Context: an optimization exercise on an open-source flow, tuned for small area, a short achievable clock period and few clock cycles per item. The choices shown serve that exercise and are no tape-out recipe. RTL that was checked went through simulation tests only; none was proved equivalent to the original. Function not checked in run 1: the RTL went through the layout flow alone.

[flow/config.mk]
export PLATFORM = sky130hd
export DESIGN_NAME = angle_frame
export DESIGN_NICKNAME = angle_frame
export VERILOG_FILES = /design/flow/design.v
export SDC_FILE = /design/flow/constraint.sdc
export NUM_CORES = 8
export LEC_CHECK = 0
export CAP_MARGIN = 20
export CORE_MARGIN = 2
export CORE_UTILIZATION = 40
export CTS_BUF_LIST = sky130_fd_sc_hd__clkbuf_8
export CTS_CLUSTER_DIAMETER = 100
export CTS_CLUSTER_SIZE = 20
export SETUP_SLACK_MARGIN = 4.0
export SLEW_MARGIN = 20
export SYNTH_MEMORY_MAX_BITS = 65536
[flow/constraint.sdc]
create_clock -name core_clock -period 8.0 [get_ports {clk}]
set_input_delay 1.6000 -clock core_clock [delete_from_list [all_inputs] [get_ports {clk}]]
set_output_delay 1.6000 -clock core_clock [all_outputs]
set_load 0.01 [all_outputs]
[flow/design.v]
module atang(
	input             clk,
	input             load,       
	input      [11:0] x,
	input      [11:0] y,
	output     [31:0] z,
	output            done        
    );
	reg  [32:0] xr;              
	reg  [34:0] rr;              
	reg  [31:0] zr;
	reg  [31:1] t;               
	wire [30:0] oh = t[31:1] & ~{t[30:1], 1'b0};    
	reg         dn;              
	wire d = rr[34];             
	wire dx = ~dn;
	reg  [29:0] a;
	wire [29:0] anext = ({30{oh[0]}} & 30'h1C128E80) |
	                    ({30{oh[1]}} & 30'h0E400224) |
	                    ({30{oh[2]}} & 30'h0727154C) |
	                    ({30{oh[3]}} & 30'h03946F29) |
	                    ({30{oh[4]}} & 30'h01CA5435) |
	                    ({30{oh[5]}} & 30'h00E52D8D) |
	                    ({30{oh[6]}} & 30'h007296C6) |
	                    ({30{~t[7]}} & {1'b0, a[29:1]});
	wire [32:0] xmask;
	assign xmask[0] = 1'b0;
	assign xmask[1] = t[1];
	assign xmask[2] = t[2];
	assign xmask[3] = t[3];
	assign xmask[4] = t[4];
	assign xmask[5] = t[5];
	assign xmask[6] = t[6];
	assign xmask[7] = t[7];
	assign xmask[8] = t[8];
	assign xmask[9] = t[9];
	assign xmask[10] = t[10];
	assign xmask[11] = t[11];
	assign xmask[12] = t[12];
	assign xmask[13] = t[13];
	assign xmask[14] = t[14];
	assign xmask[15] = t[15];
	assign xmask[16] = t[16];
	assign xmask[17] = t[17];
	assign xmask[18] = t[18];
	assign xmask[19] = t[19];
	assign xmask[20] = t[20];
	assign xmask[21] = t[21];
	assign xmask[22] = t[22];
	assign xmask[23] = t[23];
	assign xmask[24] = t[24];
	assign xmask[25] = t[25];
	assign xmask[26] = t[26];
	assign xmask[27] = t[27];
	assign xmask[28] = t[28];
	assign xmask[29] = t[29];
	assign xmask[30] = t[30];
	assign xmask[32:31] = 2'b11;
	wire [32:0] xm = xr & xmask;
	wire [32:0] ysh;
	assign ysh[0] = (oh[0] & rr[1]) | (oh[1] & rr[3]) | (oh[2] & rr[5]) | (oh[3] & rr[7]) | (oh[4] & rr[9]) | (oh[5] & rr[11]) | (oh[6] & rr[13]) | (oh[7] & rr[15]) | (oh[8] & rr[17]) | (oh[9] & rr[19]) | (oh[10] & rr[21]) | (oh[11] & rr[23]) | (oh[12] & rr[25]) | (oh[13] & rr[27]) | (oh[14] & rr[29]) | (oh[15] & rr[31]) | (oh[16] & rr[33]) | (rr[34] & ~t[17]);
	assign ysh[1] = (oh[0] & rr[2]) | (oh[1] & rr[4]) | (oh[2] & rr[6]) | (oh[3] & rr[8]) | (oh[4] & rr[10]) | (oh[5] & rr[12]) | (oh[6] & rr[14]) | (oh[7] & rr[16]) | (oh[8] & rr[18]) | (oh[9] & rr[20]) | (oh[10] & rr[22]) | (oh[11] & rr[24]) | (oh[12] & rr[26]) | (oh[13] & rr[28]) | (oh[14] & rr[30]) | (oh[15] & rr[32]) | (rr[34] & ~t[16]);
	assign ysh[2] = (oh[0] & rr[3]) | (oh[1] & rr[5]) | (oh[2] & rr[7]) | (oh[3] & rr[9]) | (oh[4] & rr[11]) | (oh[5] & rr[13]) | (oh[6] & rr[15]) | (oh[7] & rr[17]) | (oh[8] & rr[19]) | (oh[9] & rr[21]) | (oh[10] & rr[23]) | (oh[11] & rr[25]) | (oh[12] & rr[27]) | (oh[13] & rr[29]) | (oh[14] & rr[31]) | (oh[15] & rr[33]) | (rr[34] & ~t[16]);
	assign ysh[3] = (oh[0] & rr[4]) | (oh[1] & rr[6]) | (oh[2] & rr[8]) | (oh[3] & rr[10]) | (oh[4] & rr[12]) | (oh[5] & rr[14]) | (oh[6] & rr[16]) | (oh[7] & rr[18]) | (oh[8] & rr[20]) | (oh[9] & rr[22]) | (oh[10] & rr[24]) | (oh[11] & rr[26]) | (oh[12] & rr[28]) | (oh[13] & rr[30]) | (oh[14] & rr[32]) | (rr[34] & ~t[15]);
	assign ysh[4] = (oh[0] & rr[5]) | (oh[1] & rr[7]) | (oh[2] & rr[9]) | (oh[3] & rr[11]) | (oh[4] & rr[13]) | (oh[5] & rr[15]) | (oh[6] & rr[17]) | (oh[7] & rr[19]) | (oh[8] & rr[21]) | (oh[9] & rr[23]) | (oh[10] & rr[25]) | (oh[11] & rr[27]) | (oh[12] & rr[29]) | (oh[13] & rr[31]) | (oh[14] & rr[33]) | (rr[34] & ~t[15]);
	assign ysh[5] = (oh[0] & rr[6]) | (oh[1] & rr[8]) | (oh[2] & rr[10]) | (oh[3] & rr[12]) | (oh[4] & rr[14]) | (oh[5] & rr[16]) | (oh[6] & rr[18]) | (oh[7] & rr[20]) | (oh[8] & rr[22]) | (oh[9] & rr[24]) | (oh[10] & rr[26]) | (oh[11] & rr[28]) | (oh[12] & rr[30]) | (oh[13] & rr[32]) | (rr[34] & ~t[14]);
	assign ysh[6] = (oh[0] & rr[7]) | (oh[1] & rr[9]) | (oh[2] & rr[11]) | (oh[3] & rr[13]) | (oh[4] & rr[15]) | (oh[5] & rr[17]) | (oh[6] & rr[19]) | (oh[7] & rr[21]) | (oh[8] & rr[23]) | (oh[9] & rr[25]) | (oh[10] & rr[27]) | (oh[11] & rr[29]) | (oh[12] & rr[31]) | (oh[13] & rr[33]) | (rr[34] & ~t[14]);
	assign ysh[7] = (oh[0] & rr[8]) | (oh[1] & rr[10]) | (oh[2] & rr[12]) | (oh[3] & rr[14]) | (oh[4] & rr[16]) | (oh[5] & rr[18]) | (oh[6] & rr[20]) | (oh[7] & rr[22]) | (oh[8] & rr[24]) | (oh[9] & rr[26]) | (oh[10] & rr[28]) | (oh[11] & rr[30]) | (oh[12] & rr[32]) | (rr[34] & ~t[13]);
	assign ysh[8] = (oh[0] & rr[9]) | (oh[1] & rr[11]) | (oh[2] & rr[13]) | (oh[3] & rr[15]) | (oh[4] & rr[17]) | (oh[5] & rr[19]) | (oh[6] & rr[21]) | (oh[7] & rr[23]) | (oh[8] & rr[25]) | (oh[9] & rr[27]) | (oh[10] & rr[29]) | (oh[11] & rr[31]) | (oh[12] & rr[33]) | (rr[34] & ~t[13]);
	assign ysh[9] = (oh[0] & rr[10]) | (oh[1] & rr[12]) | (oh[2] & rr[14]) | (oh[3] & rr[16]) | (oh[4] & rr[18]) | (oh[5] & rr[20]) | (oh[6] & rr[22]) | (oh[7] & rr[24]) | (oh[8] & rr[26]) | (oh[9] & rr[28]) | (oh[10] & rr[30]) | (oh[11] & rr[32]) | (rr[34] & ~t[12]);
	assign ysh[10] = (oh[0] & rr[11]) | (oh[1] & rr[13]) | (oh[2] & rr[15]) | (oh[3] & rr[17]) | (oh[4] & rr[19]) | (oh[5] & rr[21]) | (oh[6] & rr[23]) | (oh[7] & rr[25]) | (oh[8] & rr[27]) | (oh[9] & rr[29]) | (oh[10] & rr[31]) | (oh[11] & rr[33]) | (rr[34] & ~t[12]);
	assign ysh[11] = (oh[0] & rr[12]) | (oh[1] & rr[14]) | (oh[2] & rr[16]) | (oh[3] & rr[18]) | (oh[4] & rr[20]) | (oh[5] & rr[22]) | (oh[6] & rr[24]) | (oh[7] & rr[26]) | (oh[8] & rr[28]) | (oh[9] & rr[30]) | (oh[10] & rr[32]) | (rr[34] & ~t[11]);
	assign ysh[12] = (oh[0] & rr[13]) | (oh[1] & rr[15]) | (oh[2] & rr[17]) | (oh[3] & rr[19]) | (oh[4] & rr[21]) | (oh[5] & rr[23]) | (oh[6] & rr[25]) | (oh[7] & rr[27]) | (oh[8] & rr[29]) | (oh[9] & rr[31]) | (oh[10] & rr[33]) | (rr[34] & ~t[11]);
	assign ysh[13] = (oh[0] & rr[14]) | (oh[1] & rr[16]) | (oh[2] & rr[18]) | (oh[3] & rr[20]) | (oh[4] & rr[22]) | (oh[5] & rr[24]) | (oh[6] & rr[26]) | (oh[7] & rr[28]) | (oh[8] & rr[30]) | (oh[9] & rr[32]) | (rr[34] & ~t[10]);
	assign ysh[14] = (oh[0] & rr[15]) | (oh[1] & rr[17]) | (oh[2] & rr[19]) | (oh[3] & rr[21]) | (oh[4] & rr[23]) | (oh[5] & rr[25]) | (oh[6] & rr[27]) | (oh[7] & rr[29]) | (oh[8] & rr[31]) | (oh[9] & rr[33]) | (rr[34] & ~t[10]);
	assign ysh[15] = (oh[0] & rr[16]) | (oh[1] & rr[18]) | (oh[2] & rr[20]) | (oh[3] & rr[22]) | (oh[4] & rr[24]) | (oh[5] & rr[26]) | (oh[6] & rr[28]) | (oh[7] & rr[30]) | (oh[8] & rr[32]) | (rr[34] & ~t[9]);
	assign ysh[16] = (oh[0] & rr[17]) | (oh[1] & rr[19]) | (oh[2] & rr[21]) | (oh[3] & rr[23]) | (oh[4] & rr[25]) | (oh[5] & rr[27]) | (oh[6] & rr[29]) | (oh[7] & rr[31]) | (oh[8] & rr[33]) | (rr[34] & ~t[9]);
	assign ysh[17] = (oh[0] & rr[18]) | (oh[1] & rr[20]) | (oh[2] & rr[22]) | (oh[3] & rr[24]) | (oh[4] & rr[26]) | (oh[5] & rr[28]) | (oh[6] & rr[30]) | (oh[7] & rr[32]) | (rr[34] & ~t[8]);
	assign ysh[18] = (oh[0] & rr[19]) | (oh[1] & rr[21]) | (oh[2] & rr[23]) | (oh[3] & rr[25]) | (oh[4] & rr[27]) | (oh[5] & rr[29]) | (oh[6] & rr[31]) | (oh[7] & rr[33]) | (rr[34] & ~t[8]);
	assign ysh[19] = (oh[0] & rr[20]) | (oh[1] & rr[22]) | (oh[2] & rr[24]) | (oh[3] & rr[26]) | (oh[4] & rr[28]) | (oh[5] & rr[30]) | (oh[6] & rr[32]) | (rr[34] & ~t[7]);
	assign ysh[20] = (oh[0] & rr[21]) | (oh[1] & rr[23]) | (oh[2] & rr[25]) | (oh[3] & rr[27]) | (oh[4] & rr[29]) | (oh[5] & rr[31]) | (oh[6] & rr[33]) | (rr[34] & ~t[7]);
	assign ysh[21] = (oh[0] & rr[22]) | (oh[1] & rr[24]) | (oh[2] & rr[26]) | (oh[3] & rr[28]) | (oh[4] & rr[30]) | (oh[5] & rr[32]) | (rr[34] & ~t[6]);
	assign ysh[22] = (oh[0] & rr[23]) | (oh[1] & rr[25]) | (oh[2] & rr[27]) | (oh[3] & rr[29]) | (oh[4] & rr[31]) | (oh[5] & rr[33]) | (rr[34] & ~t[6]);
	assign ysh[23] = (oh[0] & rr[24]) | (oh[1] & rr[26]) | (oh[2] & rr[28]) | (oh[3] & rr[30]) | (oh[4] & rr[32]) | (rr[34] & ~t[5]);
	assign ysh[24] = (oh[0] & rr[25]) | (oh[1] & rr[27]) | (oh[2] & rr[29]) | (oh[3] & rr[31]) | (oh[4] & rr[33]) | (rr[34] & ~t[5]);
	assign ysh[25] = (oh[0] & rr[26]) | (oh[1] & rr[28]) | (oh[2] & rr[30]) | (oh[3] & rr[32]) | (rr[34] & ~t[4]);
	assign ysh[26] = (oh[0] & rr[27]) | (oh[1] & rr[29]) | (oh[2] & rr[31]) | (oh[3] & rr[33]) | (rr[34] & ~t[4]);
	assign ysh[27] = (oh[0] & rr[28]) | (oh[1] & rr[30]) | (oh[2] & rr[32]) | (rr[34] & ~t[3]);
	assign ysh[28] = (oh[0] & rr[29]) | (oh[1] & rr[31]) | (oh[2] & rr[33]) | (rr[34] & ~t[3]);
	assign ysh[29] = (oh[0] & rr[30]) | (oh[1] & rr[32]) | (rr[34] & ~t[2]);
	assign ysh[30] = (oh[0] & rr[31]) | (oh[1] & rr[33]) | (rr[34] & ~t[2]);
	assign ysh[31] = (oh[0] & rr[32]) | (rr[34] & ~t[1]);
	assign ysh[32] = (oh[0] & rr[33]) | (rr[34] & ~t[1]);
	wire [34:0] rnext;
	wire [32:0] xnext;
	wire [31:0] znext;
	add35 radd(.a({rr[33:0], 1'b0}), .b({2'b00, xm} ^ {35{~d}}), .ci(~d), .s(rnext));
	add33 xadd(.a(xr), .b(ysh ^ {33{dx}}), .ci(dx), .s(xnext));
	add32 zadd(.a(zr), .b({2'b00, a} ^ {32{dx}}), .ci(dx), .s(znext));
	wire [12:0] xy_sum, xy_dif;
	add13 sadd(.a({1'b0, x}), .b({1'b0, y}), .ci(1'b0), .s(xy_sum));
	add13 dadd(.a({1'b0, y}), .b(~{1'b0, x}), .ci(1'b1), .s(xy_dif));
	always @(posedge clk) begin
		t <= load ? 31'h7fffffff : {t[30:1], 1'b0};
		a <= load ? 30'h35214E63 : anext;
		dn <= load ? ~xy_dif[12] : ~rnext[34];
		if (load) begin
			xr <= {1'b0, xy_sum, 19'b0};
			rr <= {{3{xy_dif[12]}}, xy_dif, 19'b0};
			zr <= 32'h5A000000;
		end else begin
			xr <= xnext;
			rr <= rnext;
			zr <= znext;
		end
	end
	wire [14:0] zl = zr[14:0] ^ {15{dn}};
	assign done = ~|a[29:14] & (zl >= {a[13:0], 1'b0});
	assign z = zr;
endmodule
module add35(input [34:0] a, input [34:0] b, input ci, output [34:0] s);
	wire [34:0] p0 = a ^ b;
	wire [34:0] g0 = a & b;
	wire gc0 = g0[0] | (p0[0] & ci);
	wire gn1 = g0[1] | (p0[1] & gc0);
	wire gn2 = g0[3] | (p0[3] & g0[2]);
	wire pn2 = p0[3] & p0[2];
	wire gn3 = g0[5] | (p0[5] & g0[4]);
	wire pn3 = p0[5] & p0[4];
	wire gn4 = g0[7] | (p0[7] & g0[6]);
	wire pn4 = p0[7] & p0[6];
	wire gn5 = g0[9] | (p0[9] & g0[8]);
	wire pn5 = p0[9] & p0[8];
	wire gn6 = g0[11] | (p0[11] & g0[10]);
	wire pn6 = p0[11] & p0[10];
	wire gn7 = g0[13] | (p0[13] & g0[12]);
	wire pn7 = p0[13] & p0[12];
	wire gn8 = g0[15] | (p0[15] & g0[14]);
	wire pn8 = p0[15] & p0[14];
	wire gn9 = g0[17] | (p0[17] & g0[16]);
	wire pn9 = p0[17] & p0[16];
	wire gn10 = g0[19] | (p0[19] & g0[18]);
	wire pn10 = p0[19] & p0[18];
	wire gn11 = g0[21] | (p0[21] & g0[20]);
	wire pn11 = p0[21] & p0[20];
	wire gn12 = g0[23] | (p0[23] & g0[22]);
	wire pn12 = p0[23] & p0[22];
	wire gn13 = g0[25] | (p0[25] & g0[24]);
	wire pn13 = p0[25] & p0[24];
	wire gn14 = g0[27] | (p0[27] & g0[26]);
	wire pn14 = p0[27] & p0[26];
	wire gn15 = g0[29] | (p0[29] & g0[28]);
	wire pn15 = p0[29] & p0[28];
	wire gn16 = g0[31] | (p0[31] & g0[30]);
	wire pn16 = p0[31] & p0[30];
	wire gn17 = g0[33] | (p0[33] & g0[32]);
	wire pn17 = p0[33] & p0[32];
	wire gn18 = g0[2] | (p0[2] & gn1);
	wire gn19 = gn2 | (pn2 & gn1);
	wire gn20 = g0[6] | (p0[6] & gn3);
	wire pn20 = p0[6] & pn3;
	wire gn21 = gn4 | (pn4 & gn3);
	wire pn21 = pn4 & pn3;
	wire gn22 = g0[10] | (p0[10] & gn5);
	wire pn22 = p0[10] & pn5;
	wire gn23 = gn6 | (pn6 & gn5);
	wire pn23 = pn6 & pn5;
	wire gn24 = g0[14] | (p0[14] & gn7);
	wire pn24 = p0[14] & pn7;
	wire gn25 = gn8 | (pn8 & gn7);
	wire pn25 = pn8 & pn7;
	wire gn26 = g0[18] | (p0[18] & gn9);
	wire pn26 = p0[18] & pn9;
	wire gn27 = gn10 | (pn10 & gn9);
	wire pn27 = pn10 & pn9;
	wire gn28 = g0[22] | (p0[22] & gn11);
	wire pn28 = p0[22] & pn11;
	wire gn29 = gn12 | (pn12 & gn11);
	wire pn29 = pn12 & pn11;
	wire gn30 = g0[26] | (p0[26] & gn13);
	wire pn30 = p0[26] & pn13;
	wire gn31 = gn14 | (pn14 & gn13);
	wire pn31 = pn14 & pn13;
	wire gn32 = g0[30] | (p0[30] & gn15);
	wire pn32 = p0[30] & pn15;
	wire gn33 = gn16 | (pn16 & gn15);
	wire pn33 = pn16 & pn15;
	wire gn34 = g0[34] | (p0[34] & gn17);
	wire pn34 = p0[34] & pn17;
	wire gn35 = g0[4] | (p0[4] & gn19);
	wire gn36 = gn3 | (pn3 & gn19);
	wire gn37 = gn20 | (pn20 & gn19);
	wire gn38 = gn21 | (pn21 & gn19);
	wire gn39 = g0[12] | (p0[12] & gn23);
	wire pn39 = p0[12] & pn23;
	wire gn40 = gn7 | (pn7 & gn23);
	wire pn40 = pn7 & pn23;
	wire gn41 = gn24 | (pn24 & gn23);
	wire pn41 = pn24 & pn23;
	wire gn42 = gn25 | (pn25 & gn23);
	wire pn42 = pn25 & pn23;
	wire gn43 = g0[20] | (p0[20] & gn27);
	wire pn43 = p0[20] & pn27;
	wire gn44 = gn11 | (pn11 & gn27);
	wire pn44 = pn11 & pn27;
	wire gn45 = gn28 | (pn28 & gn27);
	wire pn45 = pn28 & pn27;
	wire gn46 = gn29 | (pn29 & gn27);
	wire pn46 = pn29 & pn27;
	wire gn47 = g0[28] | (p0[28] & gn31);
	wire pn47 = p0[28] & pn31;
	wire gn48 = gn15 | (pn15 & gn31);
	wire pn48 = pn15 & pn31;
	wire gn49 = gn32 | (pn32 & gn31);
	wire pn49 = pn32 & pn31;
	wire gn50 = gn33 | (pn33 & gn31);
	wire pn50 = pn33 & pn31;
	wire gn51 = g0[8] | (p0[8] & gn38);
	wire gn52 = gn5 | (pn5 & gn38);
	wire gn53 = gn22 | (pn22 & gn38);
	wire gn54 = gn23 | (pn23 & gn38);
	wire gn55 = gn39 | (pn39 & gn38);
	wire gn56 = gn40 | (pn40 & gn38);
	wire gn57 = gn41 | (pn41 & gn38);
	wire gn58 = gn42 | (pn42 & gn38);
	wire gn59 = g0[24] | (p0[24] & gn46);
	wire pn59 = p0[24] & pn46;
	wire gn60 = gn13 | (pn13 & gn46);
	wire pn60 = pn13 & pn46;
	wire gn61 = gn30 | (pn30 & gn46);
	wire pn61 = pn30 & pn46;
	wire gn62 = gn31 | (pn31 & gn46);
	wire pn62 = pn31 & pn46;
	wire gn63 = gn47 | (pn47 & gn46);
	wire pn63 = pn47 & pn46;
	wire gn64 = gn48 | (pn48 & gn46);
	wire pn64 = pn48 & pn46;
	wire gn65 = gn49 | (pn49 & gn46);
	wire pn65 = pn49 & pn46;
	wire gn66 = gn50 | (pn50 & gn46);
	wire pn66 = pn50 & pn46;
	wire gn67 = g0[16] | (p0[16] & gn58);
	wire gn68 = gn9 | (pn9 & gn58);
	wire gn69 = gn26 | (pn26 & gn58);
	wire gn70 = gn27 | (pn27 & gn58);
	wire gn71 = gn43 | (pn43 & gn58);
	wire gn72 = gn44 | (pn44 & gn58);
	wire gn73 = gn45 | (pn45 & gn58);
	wire gn74 = gn46 | (pn46 & gn58);
	wire gn75 = gn59 | (pn59 & gn58);
	wire gn76 = gn60 | (pn60 & gn58);
	wire gn77 = gn61 | (pn61 & gn58);
	wire gn78 = gn62 | (pn62 & gn58);
	wire gn79 = gn63 | (pn63 & gn58);
	wire gn80 = gn64 | (pn64 & gn58);
	wire gn81 = gn65 | (pn65 & gn58);
	wire gn82 = gn66 | (pn66 & gn58);
	wire gn83 = g0[32] | (p0[32] & gn82);
	wire gn84 = gn17 | (pn17 & gn82);
	wire gn85 = gn34 | (pn34 & gn82);
	wire [34:0] c;
	assign c[0] = ci;
	assign c[1] = gc0;
	assign c[2] = gn1;
	assign c[3] = gn18;
	assign c[4] = gn19;
	assign c[5] = gn35;
	assign c[6] = gn36;
	assign c[7] = gn37;
	assign c[8] = gn38;
	assign c[9] = gn51;
	assign c[10] = gn52;
	assign c[11] = gn53;
	assign c[12] = gn54;
	assign c[13] = gn55;
	assign c[14] = gn56;
	assign c[15] = gn57;
	assign c[16] = gn58;
	assign c[17] = gn67;
	assign c[18] = gn68;
	assign c[19] = gn69;
	assign c[20] = gn70;
	assign c[21] = gn71;
	assign c[22] = gn72;
	assign c[23] = gn73;
	assign c[24] = gn74;
	assign c[25] = gn75;
	assign c[26] = gn76;
	assign c[27] = gn77;
	assign c[28] = gn78;
	assign c[29] = gn79;
	assign c[30] = gn80;
	assign c[31] = gn81;
	assign c[32] = gn82;
	assign c[33] = gn83;
	assign c[34] = gn84;
	assign s = p0 ^ c;
endmodule
module add33(input [32:0] a, input [32:0] b, input ci, output [32:0] s);
	wire [32:0] p0 = a ^ b;
	wire [32:0] g0 = a & b;
	wire gc0 = g0[0] | (p0[0] & ci);
	wire gn1 = g0[1] | (p0[1] & gc0);
	wire gn2 = g0[3] | (p0[3] & g0[2]);
	wire pn2 = p0[3] & p0[2];
	wire gn3 = g0[5] | (p0[5] & g0[4]);
	wire pn3 = p0[5] & p0[4];
	wire gn4 = g0[7] | (p0[7] & g0[6]);
	wire pn4 = p0[7] & p0[6];
	wire gn5 = g0[9] | (p0[9] & g0[8]);
	wire pn5 = p0[9] & p0[8];
	wire gn6 = g0[11] | (p0[11] & g0[10]);
	wire pn6 = p0[11] & p0[10];
	wire gn7 = g0[13] | (p0[13] & g0[12]);
	wire pn7 = p0[13] & p0[12];
	wire gn8 = g0[15] | (p0[15] & g0[14]);
	wire pn8 = p0[15] & p0[14];
	wire gn9 = g0[17] | (p0[17] & g0[16]);
	wire pn9 = p0[17] & p0[16];
	wire gn10 = g0[19] | (p0[19] & g0[18]);
	wire pn10 = p0[19] & p0[18];
	wire gn11 = g0[21] | (p0[21] & g0[20]);
	wire pn11 = p0[21] & p0[20];
	wire gn12 = g0[23] | (p0[23] & g0[22]);
	wire pn12 = p0[23] & p0[22];
	wire gn13 = g0[25] | (p0[25] & g0[24]);
	wire pn13 = p0[25] & p0[24];
	wire gn14 = g0[27] | (p0[27] & g0[26]);
	wire pn14 = p0[27] & p0[26];
	wire gn15 = g0[29] | (p0[29] & g0[28]);
	wire pn15 = p0[29] & p0[28];
	wire gn16 = g0[31] | (p0[31] & g0[30]);
	wire pn16 = p0[31] & p0[30];
	wire gn17 = g0[2] | (p0[2] & gn1);
	wire gn18 = gn2 | (pn2 & gn1);
	wire gn19 = g0[6] | (p0[6] & gn3);
	wire pn19 = p0[6] & pn3;
	wire gn20 = gn4 | (pn4 & gn3);
	wire pn20 = pn4 & pn3;
	wire gn21 = g0[10] | (p0[10] & gn5);
	wire pn21 = p0[10] & pn5;
	wire gn22 = gn6 | (pn6 & gn5);
	wire pn22 = pn6 & pn5;
	wire gn23 = g0[14] | (p0[14] & gn7);
	wire pn23 = p0[14] & pn7;
	wire gn24 = gn8 | (pn8 & gn7);
	wire pn24 = pn8 & pn7;
	wire gn25 = g0[18] | (p0[18] & gn9);
	wire pn25 = p0[18] & pn9;
	wire gn26 = gn10 | (pn10 & gn9);
	wire pn26 = pn10 & pn9;
	wire gn27 = g0[22] | (p0[22] & gn11);
	wire pn27 = p0[22] & pn11;
	wire gn28 = gn12 | (pn12 & gn11);
	wire pn28 = pn12 & pn11;
	wire gn29 = g0[26] | (p0[26] & gn13);
	wire pn29 = p0[26] & pn13;
	wire gn30 = gn14 | (pn14 & gn13);
	wire pn30 = pn14 & pn13;
	wire gn31 = g0[30] | (p0[30] & gn15);
	wire pn31 = p0[30] & pn15;
	wire gn32 = gn16 | (pn16 & gn15);
	wire pn32 = pn16 & pn15;
	wire gn33 = g0[4] | (p0[4] & gn18);
	wire gn34 = gn3 | (pn3 & gn18);
	wire gn35 = gn19 | (pn19 & gn18);
	wire gn36 = gn20 | (pn20 & gn18);
	wire gn37 = g0[12] | (p0[12] & gn22);
	wire pn37 = p0[12] & pn22;
	wire gn38 = gn7 | (pn7 & gn22);
	wire pn38 = pn7 & pn22;
	wire gn39 = gn23 | (pn23 & gn22);
	wire pn39 = pn23 & pn22;
	wire gn40 = gn24 | (pn24 & gn22);
	wire pn40 = pn24 & pn22;
	wire gn41 = g0[20] | (p0[20] & gn26);
	wire pn41 = p0[20] & pn26;
	wire gn42 = gn11 | (pn11 & gn26);
	wire pn42 = pn11 & pn26;
	wire gn43 = gn27 | (pn27 & gn26);
	wire pn43 = pn27 & pn26;
	wire gn44 = gn28 | (pn28 & gn26);
	wire pn44 = pn28 & pn26;
	wire gn45 = g0[28] | (p0[28] & gn30);
	wire pn45 = p0[28] & pn30;
	wire gn46 = gn15 | (pn15 & gn30);
	wire pn46 = pn15 & pn30;
	wire gn47 = gn31 | (pn31 & gn30);
	wire pn47 = pn31 & pn30;
	wire gn48 = gn32 | (pn32 & gn30);
	wire pn48 = pn32 & pn30;
	wire gn49 = g0[8] | (p0[8] & gn36);
	wire gn50 = gn5 | (pn5 & gn36);
	wire gn51 = gn21 | (pn21 & gn36);
	wire gn52 = gn22 | (pn22 & gn36);
	wire gn53 = gn37 | (pn37 & gn36);
	wire gn54 = gn38 | (pn38 & gn36);
	wire gn55 = gn39 | (pn39 & gn36);
	wire gn56 = gn40 | (pn40 & gn36);
	wire gn57 = g0[24] | (p0[24] & gn44);
	wire pn57 = p0[24] & pn44;
	wire gn58 = gn13 | (pn13 & gn44);
	wire pn58 = pn13 & pn44;
	wire gn59 = gn29 | (pn29 & gn44);
	wire pn59 = pn29 & pn44;
	wire gn60 = gn30 | (pn30 & gn44);
	wire pn60 = pn30 & pn44;
	wire gn61 = gn45 | (pn45 & gn44);
	wire pn61 = pn45 & pn44;
	wire gn62 = gn46 | (pn46 & gn44);
	wire pn62 = pn46 & pn44;
	wire gn63 = gn47 | (pn47 & gn44);
	wire pn63 = pn47 & pn44;
	wire gn64 = gn48 | (pn48 & gn44);
	wire pn64 = pn48 & pn44;
	wire gn65 = g0[16] | (p0[16] & gn56);
	wire gn66 = gn9 | (pn9 & gn56);
	wire gn67 = gn25 | (pn25 & gn56);
	wire gn68 = gn26 | (pn26 & gn56);
	wire gn69 = gn41 | (pn41 & gn56);
	wire gn70 = gn42 | (pn42 & gn56);
	wire gn71 = gn43 | (pn43 & gn56);
	wire gn72 = gn44 | (pn44 & gn56);
	wire gn73 = gn57 | (pn57 & gn56);
	wire gn74 = gn58 | (pn58 & gn56);
	wire gn75 = gn59 | (pn59 & gn56);
	wire gn76 = gn60 | (pn60 & gn56);
	wire gn77 = gn61 | (pn61 & gn56);
	wire gn78 = gn62 | (pn62 & gn56);
	wire gn79 = gn63 | (pn63 & gn56);
	wire gn80 = gn64 | (pn64 & gn56);
	wire gn81 = g0[32] | (p0[32] & gn80);
	wire [32:0] c;
	assign c[0] = ci;
	assign c[1] = gc0;
	assign c[2] = gn1;
	assign c[3] = gn17;
	assign c[4] = gn18;
	assign c[5] = gn33;
	assign c[6] = gn34;
	assign c[7] = gn35;
	assign c[8] = gn36;
	assign c[9] = gn49;
	assign c[10] = gn50;
	assign c[11] = gn51;
	assign c[12] = gn52;
	assign c[13] = gn53;
	assign c[14] = gn54;
	assign c[15] = gn55;
	assign c[16] = gn56;
	assign c[17] = gn65;
	assign c[18] = gn66;
	assign c[19] = gn67;
	assign c[20] = gn68;
	assign c[21] = gn69;
	assign c[22] = gn70;
	assign c[23] = gn71;
	assign c[24] = gn72;
	assign c[25] = gn73;
	assign c[26] = gn74;
	assign c[27] = gn75;
	assign c[28] = gn76;
	assign c[29] = gn77;
	assign c[30] = gn78;
	assign c[31] = gn79;
	assign c[32] = gn80;
	assign s = p0 ^ c;
endmodule
module add32(input [31:0] a, input [31:0] b, input ci, output [31:0] s);
	wire [31:0] p0 = a ^ b;
	wire [31:0] g0 = a & b;
	wire gc0 = g0[0] | (p0[0] & ci);
	wire gn1 = g0[1] | (p0[1] & gc0);
	wire gn2 = g0[3] | (p0[3] & g0[2]);
	wire pn2 = p0[3] & p0[2];
	wire gn3 = g0[5] | (p0[5] & g0[4]);
	wire pn3 = p0[5] & p0[4];
	wire gn4 = g0[7] | (p0[7] & g0[6]);
	wire pn4 = p0[7] & p0[6];
	wire gn5 = g0[9] | (p0[9] & g0[8]);
	wire pn5 = p0[9] & p0[8];
	wire gn6 = g0[11] | (p0[11] & g0[10]);
	wire pn6 = p0[11] & p0[10];
	wire gn7 = g0[13] | (p0[13] & g0[12]);
	wire pn7 = p0[13] & p0[12];
	wire gn8 = g0[15] | (p0[15] & g0[14]);
	wire pn8 = p0[15] & p0[14];
	wire gn9 = g0[17] | (p0[17] & g0[16]);
	wire pn9 = p0[17] & p0[16];
	wire gn10 = g0[19] | (p0[19] & g0[18]);
	wire pn10 = p0[19] & p0[18];
	wire gn11 = g0[21] | (p0[21] & g0[20]);
	wire pn11 = p0[21] & p0[20];
	wire gn12 = g0[23] | (p0[23] & g0[22]);
	wire pn12 = p0[23] & p0[22];
	wire gn13 = g0[25] | (p0[25] & g0[24]);
	wire pn13 = p0[25] & p0[24];
	wire gn14 = g0[27] | (p0[27] & g0[26]);
	wire pn14 = p0[27] & p0[26];
	wire gn15 = g0[29] | (p0[29] & g0[28]);
	wire pn15 = p0[29] & p0[28];
	wire gn16 = g0[31] | (p0[31] & g0[30]);
	wire pn16 = p0[31] & p0[30];
	wire gn17 = g0[2] | (p0[2] & gn1);
	wire gn18 = gn2 | (pn2 & gn1);
	wire gn19 = g0[6] | (p0[6] & gn3);
	wire pn19 = p0[6] & pn3;
	wire gn20 = gn4 | (pn4 & gn3);
	wire pn20 = pn4 & pn3;
	wire gn21 = g0[10] | (p0[10] & gn5);
	wire pn21 = p0[10] & pn5;
	wire gn22 = gn6 | (pn6 & gn5);
	wire pn22 = pn6 & pn5;
	wire gn23 = g0[14] | (p0[14] & gn7);
	wire pn23 = p0[14] & pn7;
	wire gn24 = gn8 | (pn8 & gn7);
	wire pn24 = pn8 & pn7;
	wire gn25 = g0[18] | (p0[18] & gn9);
	wire pn25 = p0[18] & pn9;
	wire gn26 = gn10 | (pn10 & gn9);
	wire pn26 = pn10 & pn9;
	wire gn27 = g0[22] | (p0[22] & gn11);
	wire pn27 = p0[22] & pn11;
	wire gn28 = gn12 | (pn12 & gn11);
	wire pn28 = pn12 & pn11;
	wire gn29 = g0[26] | (p0[26] & gn13);
	wire pn29 = p0[26] & pn13;
	wire gn30 = gn14 | (pn14 & gn13);
	wire pn30 = pn14 & pn13;
	wire gn31 = g0[30] | (p0[30] & gn15);
	wire pn31 = p0[30] & pn15;
	wire gn32 = gn16 | (pn16 & gn15);
	wire pn32 = pn16 & pn15;
	wire gn33 = g0[4] | (p0[4] & gn18);
	wire gn34 = gn3 | (pn3 & gn18);
	wire gn35 = gn19 | (pn19 & gn18);
	wire gn36 = gn20 | (pn20 & gn18);
	wire gn37 = g0[12] | (p0[12] & gn22);
	wire pn37 = p0[12] & pn22;
	wire gn38 = gn7 | (pn7 & gn22);
	wire pn38 = pn7 & pn22;
	wire gn39 = gn23 | (pn23 & gn22);
	wire pn39 = pn23 & pn22;
	wire gn40 = gn24 | (pn24 & gn22);
	wire pn40 = pn24 & pn22;
	wire gn41 = g0[20] | (p0[20] & gn26);
	wire pn41 = p0[20] & pn26;
	wire gn42 = gn11 | (pn11 & gn26);
	wire pn42 = pn11 & pn26;
	wire gn43 = gn27 | (pn27 & gn26);
	wire pn43 = pn27 & pn26;
	wire gn44 = gn28 | (pn28 & gn26);
	wire pn44 = pn28 & pn26;
	wire gn45 = g0[28] | (p0[28] & gn30);
	wire pn45 = p0[28] & pn30;
	wire gn46 = gn15 | (pn15 & gn30);
	wire pn46 = pn15 & pn30;
	wire gn47 = gn31 | (pn31 & gn30);
	wire pn47 = pn31 & pn30;
	wire gn48 = gn32 | (pn32 & gn30);
	wire pn48 = pn32 & pn30;
	wire gn49 = g0[8] | (p0[8] & gn36);
	wire gn50 = gn5 | (pn5 & gn36);
	wire gn51 = gn21 | (pn21 & gn36);
	wire gn52 = gn22 | (pn22 & gn36);
	wire gn53 = gn37 | (pn37 & gn36);
	wire gn54 = gn38 | (pn38 & gn36);
	wire gn55 = gn39 | (pn39 & gn36);
	wire gn56 = gn40 | (pn40 & gn36);
	wire gn57 = g0[24] | (p0[24] & gn44);
	wire pn57 = p0[24] & pn44;
	wire gn58 = gn13 | (pn13 & gn44);
	wire pn58 = pn13 & pn44;
	wire gn59 = gn29 | (pn29 & gn44);
	wire pn59 = pn29 & pn44;
	wire gn60 = gn30 | (pn30 & gn44);
	wire pn60 = pn30 & pn44;
	wire gn61 = gn45 | (pn45 & gn44);
	wire pn61 = pn45 & pn44;
	wire gn62 = gn46 | (pn46 & gn44);
	wire pn62 = pn46 & pn44;
	wire gn63 = gn47 | (pn47 & gn44);
	wire pn63 = pn47 & pn44;
	wire gn64 = gn48 | (pn48 & gn44);
	wire pn64 = pn48 & pn44;
	wire gn65 = g0[16] | (p0[16] & gn56);
	wire gn66 = gn9 | (pn9 & gn56);
	wire gn67 = gn25 | (pn25 & gn56);
	wire gn68 = gn26 | (pn26 & gn56);
	wire gn69 = gn41 | (pn41 & gn56);
	wire gn70 = gn42 | (pn42 & gn56);
	wire gn71 = gn43 | (pn43 & gn56);
	wire gn72 = gn44 | (pn44 & gn56);
	wire gn73 = gn57 | (pn57 & gn56);
	wire gn74 = gn58 | (pn58 & gn56);
	wire gn75 = gn59 | (pn59 & gn56);
	wire gn76 = gn60 | (pn60 & gn56);
	wire gn77 = gn61 | (pn61 & gn56);
	wire gn78 = gn62 | (pn62 & gn56);
	wire gn79 = gn63 | (pn63 & gn56);
	wire gn80 = gn64 | (pn64 & gn56);
	wire [31:0] c;
	assign c[0] = ci;
	assign c[1] = gc0;
	assign c[2] = gn1;
	assign c[3] = gn17;
	assign c[4] = gn18;
	assign c[5] = gn33;
	assign c[6] = gn34;
	assign c[7] = gn35;
	assign c[8] = gn36;
	assign c[9] = gn49;
	assign c[10] = gn50;
	assign c[11] = gn51;
	assign c[12] = gn52;
	assign c[13] = gn53;
	assign c[14] = gn54;
	assign c[15] = gn55;
	assign c[16] = gn56;
	assign c[17] = gn65;
	assign c[18] = gn66;
	assign c[19] = gn67;
	assign c[20] = gn68;
	assign c[21] = gn69;
	assign c[22] = gn70;
	assign c[23] = gn71;
	assign c[24] = gn72;
	assign c[25] = gn73;
	assign c[26] = gn74;
	assign c[27] = gn75;
	assign c[28] = gn76;
	assign c[29] = gn77;
	assign c[30] = gn78;
	assign c[31] = gn79;
	assign s = p0 ^ c;
endmodule
module add13(input [12:0] a, input [12:0] b, input ci, output [12:0] s);
	wire [12:0] p0 = a ^ b;
	wire [12:0] g0 = a & b;
	wire gc0 = g0[0] | (p0[0] & ci);
	wire gn1 = g0[1] | (p0[1] & gc0);
	wire gn2 = g0[3] | (p0[3] & g0[2]);
	wire pn2 = p0[3] & p0[2];
	wire gn3 = g0[5] | (p0[5] & g0[4]);
	wire pn3 = p0[5] & p0[4];
	wire gn4 = g0[7] | (p0[7] & g0[6]);
	wire pn4 = p0[7] & p0[6];
	wire gn5 = g0[9] | (p0[9] & g0[8]);
	wire pn5 = p0[9] & p0[8];
	wire gn6 = g0[11] | (p0[11] & g0[10]);
	wire pn6 = p0[11] & p0[10];
	wire gn7 = g0[2] | (p0[2] & gn1);
	wire gn8 = gn2 | (pn2 & gn1);
	wire gn9 = g0[6] | (p0[6] & gn3);
	wire pn9 = p0[6] & pn3;
	wire gn10 = gn4 | (pn4 & gn3);
	wire pn10 = pn4 & pn3;
	wire gn11 = g0[10] | (p0[10] & gn5);
	wire pn11 = p0[10] & pn5;
	wire gn12 = gn6 | (pn6 & gn5);
	wire pn12 = pn6 & pn5;
	wire gn13 = g0[4] | (p0[4] & gn8);
	wire gn14 = gn3 | (pn3 & gn8);
	wire gn15 = gn9 | (pn9 & gn8);
	wire gn16 = gn10 | (pn10 & gn8);
	wire gn17 = g0[12] | (p0[12] & gn12);
	wire pn17 = p0[12] & pn12;
	wire gn18 = g0[8] | (p0[8] & gn16);
	wire gn19 = gn5 | (pn5 & gn16);
	wire gn20 = gn11 | (pn11 & gn16);
	wire gn21 = gn12 | (pn12 & gn16);
	wire gn22 = gn17 | (pn17 & gn16);
	wire [12:0] c;
	assign c[0] = ci;
	assign c[1] = gc0;
	assign c[2] = gn1;
	assign c[3] = gn7;
	assign c[4] = gn8;
	assign c[5] = gn13;
	assign c[6] = gn14;
	assign c[7] = gn15;
	assign c[8] = gn16;
	assign c[9] = gn18;
	assign c[10] = gn19;
	assign c[11] = gn20;
	assign c[12] = gn21;
	assign s = p0 ^ c;
endmodule
module conv_dec_ascii(
	input  [16:0] d_in,
	output [20:0] digits     
    );
	wire [6:0] i = d_in[16:10];
	wire [9:0] f = d_in[9:0];
	wire [13:0] m1 = {1'b0, f, 3'b0} + {3'b0, f, 1'b0};
	wire [13:0] m2 = {1'b0, m1[9:0], 3'b0} + {3'b0, m1[9:0], 1'b0};
	wire [13:0] m3 = {1'b0, m2[9:0], 3'b0} + {3'b0, m2[9:0], 1'b0};
	wire [3:0] qh = m1[13:10];
	wire [3:0] qt = m2[13:10];
	wire [3:0] qo = m3[13:10];
	wire [3:0] it = (i >= 7'd120) ? 4'd12 : (i >= 7'd110) ? 4'd11 : (i >= 7'd100) ? 4'd10 :
	                (i >= 7'd90) ? 4'd9 : (i >= 7'd80) ? 4'd8 : (i >= 7'd70) ? 4'd7 :
	                (i >= 7'd60) ? 4'd6 : (i >= 7'd50) ? 4'd5 : (i >= 7'd40) ? 4'd4 :
	                (i >= 7'd30) ? 4'd3 : (i >= 7'd20) ? 4'd2 : (i >= 7'd10) ? 4'd1 : 4'd0;
	wire [6:0] io = i - {it, 3'b0} - {2'b0, it, 1'b0};
	wire       ih = it[3] & (it[2] | it[1]);
	wire [8:0] ti = {ih, ih ? it - 4'd10 : it, io[3:0]};
	assign digits = {ti, qh, qt, qo};
endmodule
module CRC(
	input  [20:0] digits,    
	output [7:0]  crc
    );
	function [7:0] crc8;
		input [47:0] m;
		integer k;
		reg [7:0] c;
		reg fb;
		begin
			c = 8'h80;
			for (k = 47; k >= 0; k = k - 1) begin
				fb = c[7] ^ m[k];
				c = {c[6:0], 1'b0} ^ (fb ? 8'h31 : 8'h00);
			end
			crc8 = c;
		end
	endfunction
	wire [47:0] text = {7'b0011000, digits[20], 4'h3, digits[19:16], 4'h3, digits[15:12],
	                    4'h3, digits[11:8], 4'h3, digits[7:4], 4'h3, digits[3:0]};
	assign crc = crc8(text);
endmodule
module angle_frame(
	input clk,
	input rst,
	input start,
	input [11:0] x,
	input [11:0] y,
	output [55:0] frame,
	output frame_valid
    );
	reg        busy;
	reg        valid;
	reg  [20:0] dig;
	reg  [7:0]  crc_hi;          
	wire [31:0] z;
	wire [20:0] dig_next;
	wire [7:0]  crc_hi_next, crc_lo, crc_0;
	wire        done;
	atang Arctg_alg(.clk(clk), .load(start), .x(x), .y(y), .z(z), .done(done));
	conv_dec_ascii Conversie(.d_in(z[31:15]), .digits(dig_next));
	CRC crc_a(.digits({dig_next[20:4], 4'd0}), .crc(crc_hi_next));
	CRC crc_b(.digits({17'd0, dig[3:0]}), .crc(crc_lo));
	CRC crc_c(.digits(21'd0), .crc(crc_0));
	wire last = done;
	always @(posedge clk) begin
		dig <= dig_next;
		crc_hi <= crc_hi_next;
		if (rst) begin
			busy  <= 1'b0;
			valid <= 1'b0;
		end else begin
			busy  <= start | (busy & ~last);
			valid <= busy & last;
		end
	end
	assign frame = {7'b0011000, dig[20], 4'h3, dig[19:16], 4'h3, dig[15:12],
	                4'h3, dig[11:8], 4'h3, dig[7:4], 4'h3, dig[3:0],
	                crc_hi ^ crc_lo ^ crc_0};
	assign frame_valid = valid;
endmodule
[flow/flow/run.sh]
#!/bin/bash
# Layout flow: the standard synthesis, then the combinational logic
# (everything but the flip-flops, which keep their names and cells) is
# re-mapped by ABC with an area-recovering script; then the standard
# layout from the netlist, with sky130_fd_sc_hd__buf_2 port buffers.
# Every tool's output goes to a log file in this folder.
set -euo pipefail
bash standard.sh synth > flow_synth.log 2>&1
R=orfs/results/sky130hd/angle_frame/base
cp $R/1_2_yosys.v $R/1_2_yosys_standard.v
LIB=$FLOW_HOME/platforms/sky130hd/lib/sky130_fd_sc_hd__tt_025C_1v80.lib
sed -e "s#@IN@#$R/1_2_yosys_standard.v#" -e "s#@OUT@#$R/1_2_yosys.v#" \
    -e "s#@LIB@#$LIB#g" -e "s#@ABC@#flow/resynth.abc#" flow/resynth.ys > resynth.ys
yosys -l yosys_resynth.log -q resynth.ys > /dev/null 2>&1
bash standard.sh BUFFER_PORTS_ARGS="-buffer_cell sky130_fd_sc_hd__buf_2" finish > flow_finish.log 2>&1
[flow/flow/resynth.abc]
strash
dch
map -B 0.2
topo
stime -c
upsize -c
dnsize -c
[flow/flow/resynth.ys]
read_liberty -overwrite -ignore_miss_func @LIB@
read_verilog -overwrite @IN@
hierarchy -top angle_frame
setattr -mod -set keep_hierarchy 1 sky130_fd_sc_hd__df*
flatten
opt_clean
abc -script @ABC@ -liberty @LIB@ -dont_use sky130_fd_sc_hd__lpflow_bleeder_1 -dont_use sky130_fd_sc_hd__lpflow_clkbufkapwr_1 -dont_use sky130_fd_sc_hd__lpflow_clkbufkapwr_16 -dont_use sky130_fd_sc_hd__lpflow_clkbufkapwr_2 -dont_use sky130_fd_sc_hd__lpflow_clkbufkapwr_4 -dont_use sky130_fd_sc_hd__lpflow_clkbufkapwr_8 -dont_use sky130_fd_sc_hd__lpflow_clkinvkapwr_1 -dont_use sky130_fd_sc_hd__lpflow_clkinvkapwr_16 -dont_use sky130_fd_sc_hd__lpflow_clkinvkapwr_2 -dont_use sky130_fd_sc_hd__lpflow_clkinvkapwr_4 -dont_use sky130_fd_sc_hd__lpflow_clkinvkapwr_8 -dont_use sky130_fd_sc_hd__lpflow_decapkapwr_12 -dont_use sky130_fd_sc_hd__lpflow_decapkapwr_3 -dont_use sky130_fd_sc_hd__lpflow_decapkapwr_4 -dont_use sky130_fd_sc_hd__lpflow_decapkapwr_6 -dont_use sky130_fd_sc_hd__lpflow_decapkapwr_8 -dont_use sky130_fd_sc_hd__lpflow_inputiso0n_1 -dont_use sky130_fd_sc_hd__lpflow_inputiso0p_1 -dont_use sky130_fd_sc_hd__lpflow_inputiso1n_1 -dont_use sky130_fd_sc_hd__lpflow_inputiso1p_1 -dont_use sky130_fd_sc_hd__lpflow_inputisolatch_1 -dont_use sky130_fd_sc_hd__lpflow_isobufsrc_1 -dont_use sky130_fd_sc_hd__lpflow_isobufsrc_16 -dont_use sky130_fd_sc_hd__lpflow_isobufsrc_2 -dont_use sky130_fd_sc_hd__lpflow_isobufsrc_4 -dont_use sky130_fd_sc_hd__lpflow_isobufsrc_8 -dont_use sky130_fd_sc_hd__lpflow_isobufsrckapwr_16 -dont_use sky130_fd_sc_hd__lpflow_lsbuf_lh_hl_isowell_tap_1 -dont_use sky130_fd_sc_hd__lpflow_lsbuf_lh_hl_isowell_tap_2 -dont_use sky130_fd_sc_hd__lpflow_lsbuf_lh_hl_isowell_tap_4 -dont_use sky130_fd_sc_hd__lpflow_lsbuf_lh_isowell_4 -dont_use sky130_fd_sc_hd__lpflow_lsbuf_lh_isowell_tap_1 -dont_use sky130_fd_sc_hd__lpflow_lsbuf_lh_isowell_tap_2 -dont_use sky130_fd_sc_hd__lpflow_lsbuf_lh_isowell_tap_4 -dont_use sky130_fd_sc_hd__probe_p_8 -dont_use sky130_fd_sc_hd__probec_p_8 
opt_clean -purge
hilomap -singleton -hicell sky130_fd_sc_hd__conb_1 HI -locell sky130_fd_sc_hd__conb_1 LO
setundef -zero
splitnets
opt_clean -purge
stat -liberty @LIB@
delete =sky130_fd_sc_hd__*
write_verilog -noattr -noexpr -nohex -nodec @OUT@
[flow/standard.sh]
#!/bin/bash
# synth_recipe.tcl (not shown) runs the flow's synth.tcl, then flattens the netlist and writes it again
# the make line also repeats each setting of config.mk as NAME=value (left out here)
make -C /OpenROAD-flow-scripts/flow DESIGN_CONFIG=/design/flow/config.mk WORK_HOME=/design/flow/orfs CLKGATE_MAP_FILE= SYNTH_SCRIPT=/design/flow/synth_recipe.tcl "${@:-finish}"
==> flow_metrics.env, run 1 <==
export IMPL_status="complete, no violations"
export IMPL_vias=16900
export IMPL_crit_fanout=26
export IMPL_dr_pass1_iters=8
export IMPL_grt_antenna_before_repair=1
export IMPL_critical_path_required_ns=8.41
export IMPL_fin_crit_sh_pct=48.0
export IMPL_core_area_um2=38700
export IMPL_hold_path_class="register to register"
export IMPL_grt_max_degree=112
export IMPL_clock_skew_ns=0.0167
export IMPL_yosys_warnings=3
export IMPL_cts_tree="done"
export IMPL_nets=2539
export IMPL_grt_usage_pct=26.4
export IMPL_rsz0062_at_grt="true"
export IMPL_die_area_um2=41000
export IMPL_drt_initial_drc_count=1415
export IMPL_grt_pass1_wl_um=86300
export IMPL_cp_arrival_ns=4.25
export IMPL_cap_violations=0
export IMPL_cts_htree_levels=4
export IMPL_fillers=4073
export IMPL_initial_core_util_pct=40.7
export IMPL_synth_area_um2=15800
export IMPL_clock_sinks=191
export IMPL_row_count=72
export IMPL_drc_errors=0
export IMPL_drt_total_wl_um=54500
export IMPL_post_dp_hpwl_um=40300
export IMPL_rrSetupSlack_ns=4.16
export IMPL_cp_start_kind="register"
export IMPL_routed_via_density=5.54
export IMPL_grt_overflow=0
export IMPL_cts_root_buf="clkbuf_8"
export IMPL_post_drt_wl_per_cell_um=17.9
export IMPL_clkTransAtPathRegs_ns=0.12
export IMPL_grt_pass1_vias=16100
export IMPL_fin_crit_ns=3.84
export IMPL_port_buffers=56
export IMPL_netlist_instances=2406
export IMPL_boundaryPins=84
export IMPL_fmax_mhz=260
export IMPL_hold_violations=0
export IMPL_worst_slew_pin_transition_ns=0.801
export IMPL_drive_gt1_share_pct=12.3
export IMPL_die_w_um=203
export IMPL_setup_tns_ns=0
export IMPL_setup_violations=0
export IMPL_antenna_cells=0
export IMPL_numCtsBuffers=17
export IMPL_end_kind="register"
export IMPL_clk_latency_ns=0.52
export IMPL_die_y_um=203
export IMPL_gp_congestion=1.05
export IMPL_clock_path_buffers=2
export IMPL_critPathKind="register to register"
export IMPL_synth_area_per_cell_um2=6.55
export IMPL_ant_nets=0
export IMPL_slew_headroom_pct=46.5
export IMPL_report_final_slew_viol_count=0
export IMPL_synthToLayoutAreaGrowth_pct=10.2
[critical path, cell delays in order, from the launching register on]
cell,delay [ns]
dfxtp_1,0.34
buf_6,0.29
inv_8,0.15
nand2_8,0.20
o22ai_1,0.11
nor3_1,0.35
nand4_1,0.20
xor2_1,0.34
xor2_2,0.27
nand4_1,0.26
nand3_2,0.21
nand4_2,0.13
a31oi_2,0.35
nand4_1,0.20
nand3_2,0.12
nand3_1,0.07
nand3_1,0.08
a21oi_1,0.05
[cells in the final DEF (no fill, tap or decap), types with 7 or more instances in the layout]
master / instances
a21oi_1: 137
nand3_2: 14
nand3_1: 189
a211oi_1: 12
and2_1: 10
dfxtp_2: 11
a21oi_2: 7
clkinv_1: 274
nand2_2: 21
conb_1: 27
a221oi_2: 8
a22oi_1: 10
dfxtp_1: 178
nand4_1: 42
xnor2_1: 57
nand2_1: 514
nor4_1: 10
or2_2: 24
nor2_1: 280
buf_2: 56
inv_8: 8
inv_2: 30
nor2_2: 7
nor3_1: 31
nand3b_1: 13
a31oi_1: 20
o21ai_2: 11
nand2_4: 10
a221oi_1: 13
clkbuf_8: 18
o21ai_0: 115
o221ai_1: 22
o211ai_1: 11
xor2_1: 111
o22ai_1: 55
o21ai_1: 22
inv_4: 7
[cell type report]
type | instances | area [um^2] | share of cell area (%)
repair buffers | 63 | 373 | 2.15
well taps | 518 | 648 | 3.73
clock inverters | 14 | 194 | 1.12
multi-input cells | 1916 | 10800 | 61.9
inverters | 323 | 1320 | 7.58
clock buffers | 18 | 248 | 1.43
flip-flops and latches | 191 | 3840 | 22.1
[final timing paths]
| path | depth (start not counted) | endpoint | start |
|---|---|---|---|
| max | 17 | Arctg_alg.xr[32] | Arctg_alg.t[1] |
| min | 1 | Arctg_alg.t[21] | Arctg_alg.t[20] |
| max reg2reg | 17 | Arctg_alg.xr[32] | Arctg_alg.t[1] |
| min reg2reg | 1 | Arctg_alg.t[21] | Arctg_alg.t[20] |
[what timing repair did]
action	4_1_cts	5_1_grt
buffers inserted	0	2
setup endpoints to repair	18	42
hold buffers	0	0
gates resized for setup	5	23
[layer usage]
layer | GRT usage [%] | wire length [um] | up-vias
li1 | - | - | 8395
met2 | 43.6 | 24700 | 563
met1 | 33.6 | 23800 | 7744
met4 | 12.8 | 2670 | 2
met5 | 0 | 12 | -
met3 | 4.27 | 3290 | 162
[state kept, by name (all words and copies together), names as in the netlist]
register	cells
Arctg_alg.rr	34
Arctg_alg.xr	33
Arctg_alg.zr	32
Arctg_alg.a	30
Arctg_alg.t	30
dig	21
crc_hi	8
Arctg_alg.dn	1
busy	1
valid	1
[per-stage QoR]
step,setup slack [ns],hold WS (ns),std cells,cell area (um^2),utilization (%)
final,4.16,0.444,3043,17400,44.9
after global routing,3.93,0.466,3043,17400,44.9
after CTS,4.00,0.447,3041,17300,44.6
after detailed placement,3.72,0.422,3009,16800,43.4
after global placement,3.78,0.428,3009,16800,43.4
after floorplan,4.18,0.415,2431,15900,-
==> inputs of run 2 (changes only) <==
--- a/flow/design.v
+++ b/flow/design.v
@@ -10,7 +10,7 @@
 	reg  [34:0] rr;              
 	reg  [31:0] zr;
 	reg  [31:1] t;               
-	wire [30:0] oh = t[31:1] & ~{t[30:1], 1'b0};    
+	reg  [16:0] oh;              
 	reg         dn;              
 	wire d = rr[34];             
 	wire dx = ~dn;
@@ -102,6 +102,7 @@
 	add13 dadd(.a({1'b0, y}), .b(~{1'b0, x}), .ci(1'b1), .s(xy_dif));
 	always @(posedge clk) begin
 		t <= load ? 31'h7fffffff : {t[30:1], 1'b0};
+		oh <= load ? 17'd1 : {oh[15:0], 1'b0};
 		a <= load ? 30'h35214E63 : anext;
 		dn <= load ? ~xy_dif[12] : ~rnext[34];
 		if (load) begin
--- a/flow/config.mk
+++ b/flow/config.mk
@@ -9,8 +9,6 @@
 export CORE_MARGIN = 2
 export CORE_UTILIZATION = 40
 export CTS_BUF_LIST = sky130_fd_sc_hd__clkbuf_8
-export CTS_CLUSTER_DIAMETER = 100
-export CTS_CLUSTER_SIZE = 20
 export SETUP_SLACK_MARGIN = 4.0
 export SLEW_MARGIN = 20
 export SYNTH_MEMORY_MAX_BITS = 65536
==> flow_metrics.env, run 2 <==
export IMPL_status="complete, no violations"
export IMPL_boundaryPins=84
export IMPL_die_w_um=203
export IMPL_grt_overflow=0
export IMPL_grt_usage_pct=24.8
export IMPL_hold_violations=0
export IMPL_setup_violations=0
export IMPL_grt_max_degree=97
export IMPL_drive_gt1_share_pct=11.7
export IMPL_slew_headroom_pct=32.4
export IMPL_post_dp_hpwl_um=36600
export IMPL_clkTransAtPathRegs_ns=0.06
export IMPL_netlist_instances=2473
export IMPL_routed_via_density=5.45
export IMPL_grt_pass1_vias=16400
export IMPL_post_drt_wl_per_cell_um=16.1
export IMPL_port_buffers=56
export IMPL_cts_root_buf="clkbuf_8"
export IMPL_multiInputGateArea_um2=10600
export IMPL_clock_skew_ns=0.0250
export IMPL_hold_ws_ns=0.435
export IMPL_critPathKind="register to register"
export IMPL_final_cell_mix="640 x nand2_1, 298 x nor2_1, 249 x clkinv_1"
export IMPL_grt_pass1_wl_um=83200
export IMPL_regArea_um2=4160
export IMPL_cpPeakStageDelay_ns=0.98
export IMPL_fillers=4066
export IMPL_cp_start_kind="register"
export IMPL_clk_latency_ns=0.62
export IMPL_dr_pass1_iters=8
export IMPL_antenna_cells=0
export IMPL_cp_common_cell="nand3_1"
export IMPL_synth_area_um2=15900
export IMPL_gp_congestion=0.932
export IMPL_cap_violations=0
export IMPL_clock_path_buffers=3
export IMPL_die_y_um=203
export IMPL_cp_arrival_ns=4.32
export IMPL_gr_usage_met1_pct=30.8
export IMPL_fmax_mhz=262
export IMPL_clock_sinks=207
export IMPL_row_count=72
export IMPL_core_area_um2=38900
export IMPL_rsz0062_at_grt="false"
export IMPL_largest_reg_flops=34
export IMPL_cts_tree="done"
export IMPL_numCtsBuffers=41
export IMPL_critical_path_slowest_cell="dfxtp_1"
export IMPL_setup_tns_ns=0
export IMPL_crit_fanout=20
export IMPL_layout_commonest_cell="nand2_1"
export IMPL_die_area_um2=41200
export IMPL_use_met2_pct=40.7
export IMPL_grt_antenna_before_repair=0
export IMPL_nets=2629
export IMPL_hold_path_class="register to register"
export IMPL_cp_cell_sequence="inv_2 > o22ai_1 > nor3_1 > nand3_1 > nand2_1 > nand3_1 > nand2_1 > nand4_1 > nand2_2 > nand2_2 > nand3_2 > a31oi_4 > o21bai_4 > nand3_2 > nand3_1 > a21oi_1 > nor2_1"
export IMPL_initial_core_util_pct=40.7
export IMPL_synthToLayoutAreaGrowth_pct=12.5
export IMPL_end_kind="register"
export IMPL_fin_crit_sh_pct=47.8
export IMPL_report_final_slew_viol_count=0
export IMPL_drt_total_wl_um=50600
export IMPL_largestRegisters="Arctg_alg.rr: 34 flops, Arctg_alg.xr: 33 flops, Arctg_alg.zr: 32 flops"
export IMPL_critical_path_required_ns=8.50
export IMPL_drc_errors=0
export IMPL_synth_area_per_cell_um2=6.41
export IMPL_worst_slew_pin_transition_ns=1.01
export IMPL_vias=17200
export IMPL_fin_crit_ns=3.82
export IMPL_grt_use_met3_pct=5.30
export IMPL_cts_setup_buffers=0
export IMPL_busiest_layer="met2"
export IMPL_cts_htree_levels=2
export IMPL_drt_initial_drc_count=1321
export IMPL_top_register="Arctg_alg.rr"
export IMPL_ant_nets=0
export IMPL_yosys_warnings=3
-- run 2: layout make-up --
cell class                 instances  share of cell area [%]
multi-input combinational       1995                    59.6
timing repair buffer              62                    1.90
inverter                         295                    6.61
clock buffer                      51                    3.94
clock inverter                    22                    1.04
tap                              518                    3.63
sequential                       207                    23.3
-- run 2: routing by layer --
metal,wire length [um],up-vias
li1,-,8600
met1,21600,7716
met2,22700,643
met3,3810,195
met4,2570,0
met5,0,-
-- run 2: worst max-delay path: cells and delay by family, from the launching register on --
kind	cells	cell delay, ns
and+or+nand+nor	12	1.46
DFF	1	0.98
AOI/OAI and AO/OA	4	0.92
buffers and inverters	1	0.35
-- run 2: worst paths after layout --
| check | depth (start not counted) | start | slack [ns] | endpoint |
|---|---|---|---|---|
| max reg2reg | 17 | Arctg_alg.oh[6] | 4.18 | Arctg_alg.xr[31] |
| max | 17 | Arctg_alg.oh[6] | 4.18 | Arctg_alg.xr[31] |
| min reg2reg | 1 | Arctg_alg.t[29] | 0.43 | Arctg_alg.t[30] |
| min | 1 | Arctg_alg.t[29] | 0.43 | Arctg_alg.t[30] |
-- run 2: per-stage QoR --
step	area (um^2)	util (%)	setup WS, ns	cells
2_1_floorplan	16000	-	4.46	2498
6_report	17800	45.8	4.18	3150
3_3_place_gp	16900	43.5	4.00	3077
4_1_cts	17800	45.8	4.15	3150
5_1_grt	17800	45.8	4.00	3150
3_5_place_dp	16900	43.5	3.94	3077
-- run 2: repair_timing --
action	in CTS	in global routing
hold buffers	0	0
gates resized for setup	0	7
endpoints found under the setup margin	0	27
Testbench counts of run 2, summed over its fixed seeds: cycles 159,356, frames 8,000.
==> inputs of run 3 (changes only) <==
--- a/flow/config.mk
+++ b/flow/config.mk
@@ -8,7 +8,6 @@
 export CAP_MARGIN = 20
 export CORE_MARGIN = 2
 export CORE_UTILIZATION = 40
-export CTS_BUF_LIST = sky130_fd_sc_hd__clkbuf_8
 export SETUP_SLACK_MARGIN = 4.0
 export SLEW_MARGIN = 20
 export SYNTH_MEMORY_MAX_BITS = 65536
==> flow_metrics.env, run 3 <==
export IMPL_grt_overflow=0
export IMPL_top_register="Arctg_alg.rr"
export IMPL_routed_via_density=5.49
export IMPL_initial_core_util_pct=40.7
export IMPL_worst_slew_pin_transition_ns=0.837
export IMPL_largest_reg_flops=34
export IMPL_synth_area_um2=15900
export IMPL_yosys_warnings=3
export IMPL_cts_hold_buf=0
export IMPL_status="complete, no violations"
export IMPL_grt_pass1_vias=16300
export IMPL_dr_pass1_iters=8
export IMPL_crit_fanout=14
export IMPL_clock_skew_ns=0.0105
export IMPL_setup_violations=0
export IMPL_die_y_um=203
export IMPL_critPathKind="register to register"
export IMPL_fin_crit_ns=3.74
export IMPL_drt_initial_drc_count=1369
export IMPL_cts_htree_levels=1
export IMPL_die_area_um2=41200
export IMPL_gp_congestion=0.932
export IMPL_numCtsBuffers=25
export IMPL_cts_setup_buffers=0
export IMPL_grt_pass1_wl_um=82500
export IMPL_cp_start_kind="register"
export IMPL_core_area_um2=38900
export IMPL_die_w_um=203
export IMPL_boundaryPins=84
export IMPL_final_area_um2=17800
export IMPL_post_drt_wl_per_cell_um=16.1
export IMPL_grt_usage_pct=24.4
export IMPL_antenna_cells=0
export IMPL_cp_arrival_ns=4.18
export IMPL_port_buffers=56
export IMPL_post_dp_cell_area_um2=16900
export IMPL_clock_path_buffers=3
export IMPL_hold_path_class="register to register"
export IMPL_grt_max_degree=97
export IMPL_hold_violations=0
export IMPL_fillers=4062
export IMPL_synthToLayoutAreaGrowth_pct=12.0
export IMPL_clk_latency_ns=0.55
export IMPL_end_kind="register"
export IMPL_cts_tree="done"
export IMPL_drc_errors=0
export IMPL_fin_crit_sh_pct=46.8
export IMPL_layout_commonest_cell="nand2_1"
export IMPL_synth_area_per_cell_um2=6.41
export IMPL_drt_total_wl_um=50300
export IMPL_nets=2613
export IMPL_cts_root_buf="clkbuf_16"
export IMPL_grt_antenna_before_repair=0
export IMPL_largestRegisters="Arctg_alg.rr: 34 flops, Arctg_alg.xr: 33 flops, Arctg_alg.zr: 32 flops"
export IMPL_setup_tns_ns=0
export IMPL_rsz0062_at_grt="false"
export IMPL_row_count=72
export IMPL_critical_path_required_ns=8.44
export IMPL_post_dp_hpwl_um=36600
export IMPL_netlist_instances=2473
export IMPL_hold_ws_ns=0.434
export IMPL_cap_violations=0
export IMPL_clock_sinks=207
export IMPL_ant_nets=0
export IMPL_slew_headroom_pct=44.1
export IMPL_drive_gt1_share_pct=10.8
export IMPL_vias=17100
export IMPL_fmax_mhz=267
export IMPL_report_final_slew_viol_count=0
export IMPL_clkTransAtPathRegs_ns=0.05
export IMPL_final_cell_mix="640 x nand2_1, 298 x nor2_1, 249 x clkinv_1"
run 3: worst max-delay path: stages (launching register included):
cell and delay [ns]:
dfxtp_1 0.83, clkinv_1 0.41, o21ai_0 0.29, nor2_1 0.08, nand4_1 0.21, xnor3_1 0.30, nand4_1 0.15, nand2_2 0.09
nand2_2 0.19, nand3_2 0.22, a31oi_4 0.27, o21bai_4 0.10, nand3_2 0.12, nand3_1 0.12, a21oi_1 0.17, nor2_1 0.06
run 3: what timing repair did:
item | 4_1_cts | 5_1_grt
resized for setup | 0 | 9
setup endpoints to repair | 0 | 27
hold endpoints to repair | 0 | 0
run 3: final cells by class:
cell class                 instances  area (um^2)  area share [%]
clock inverter                    10          140           0.789
tap                              518          648            3.65
clock buffer                      33          666            3.75
timing repair buffer              62          339            1.91
inverter                         295         1180            6.64
multi-input combinational       1995        10600            59.8
sequential                       207         4160            23.4
run 3: stage by stage:
| stage | setup slack (ns) | util [%] | std cells |
|---|---|---|---|
| floorplan | 4.46 | - | 2498 |
| global placement | 4.00 | 43.5 | 3077 |
| detailed placement | 3.94 | 43.5 | 3077 |
| CTS | 4.15 | 45.6 | 3120 |
| global route | 4.03 | 45.6 | 3120 |
| finish | 4.26 | 45.6 | 3120 |
run 3: final timing paths:
path | startpoint | endpoint | slack [ns] | cells after the start
min reg2reg | Arctg_alg.t[29] | Arctg_alg.t[30] | 0.43 | 1
max | Arctg_alg.rr[30] | Arctg_alg.xr[31] | 4.26 | 15
max reg2reg | Arctg_alg.rr[30] | Arctg_alg.xr[31] | 4.26 | 15
min | Arctg_alg.t[29] | Arctg_alg.t[30] | 0.43 | 1
run 3: metal layers:
metal	track usage [%]	up-vias	wire length [um]
met3	3.98	176	3520
li1	-	8570	-
met5	0	-	0
met4	10.7	0	2420
met1	30.8	7734	21600
met2	41.0	652	22700

## port drivers added, routing unchanged
The results above use ideal ports. As a check the final layouts listed here were re-extracted and re-timed, cells and wires unchanged. Step 1 assumes that a clkbuf_16 drives the clock port and a buf_2 every other input. Step 2 adds t to the input delays and takes it off the output delays; t is the mean of the earliest and latest rising clock arrival at the registers after step 1. Input paths then give back, and output paths get back, about the clock's delay inside the block. Three values: ideal ports, drivers, drivers and shift; two values: the first two.
run	shift t [ns]	slack for setup (ns)	clock arrival spread, ns	worst slew at a driven data input, ns
run 1	0.570	4.157 / 4.157 / 3.833	0.017 / 0.017	0.03
run 2	0.663	4.176 / 4.176 / 3.962	0.026 / 0.025	0.03
run 3	0.603	4.259 / 4.259 / 3.965	0.015 / 0.016	0.03
After both steps every run listed still meets setup and hold. The setup slack of run 1, which loses most, moves by 0.000 ns with the drivers and by -0.324 ns with both steps.
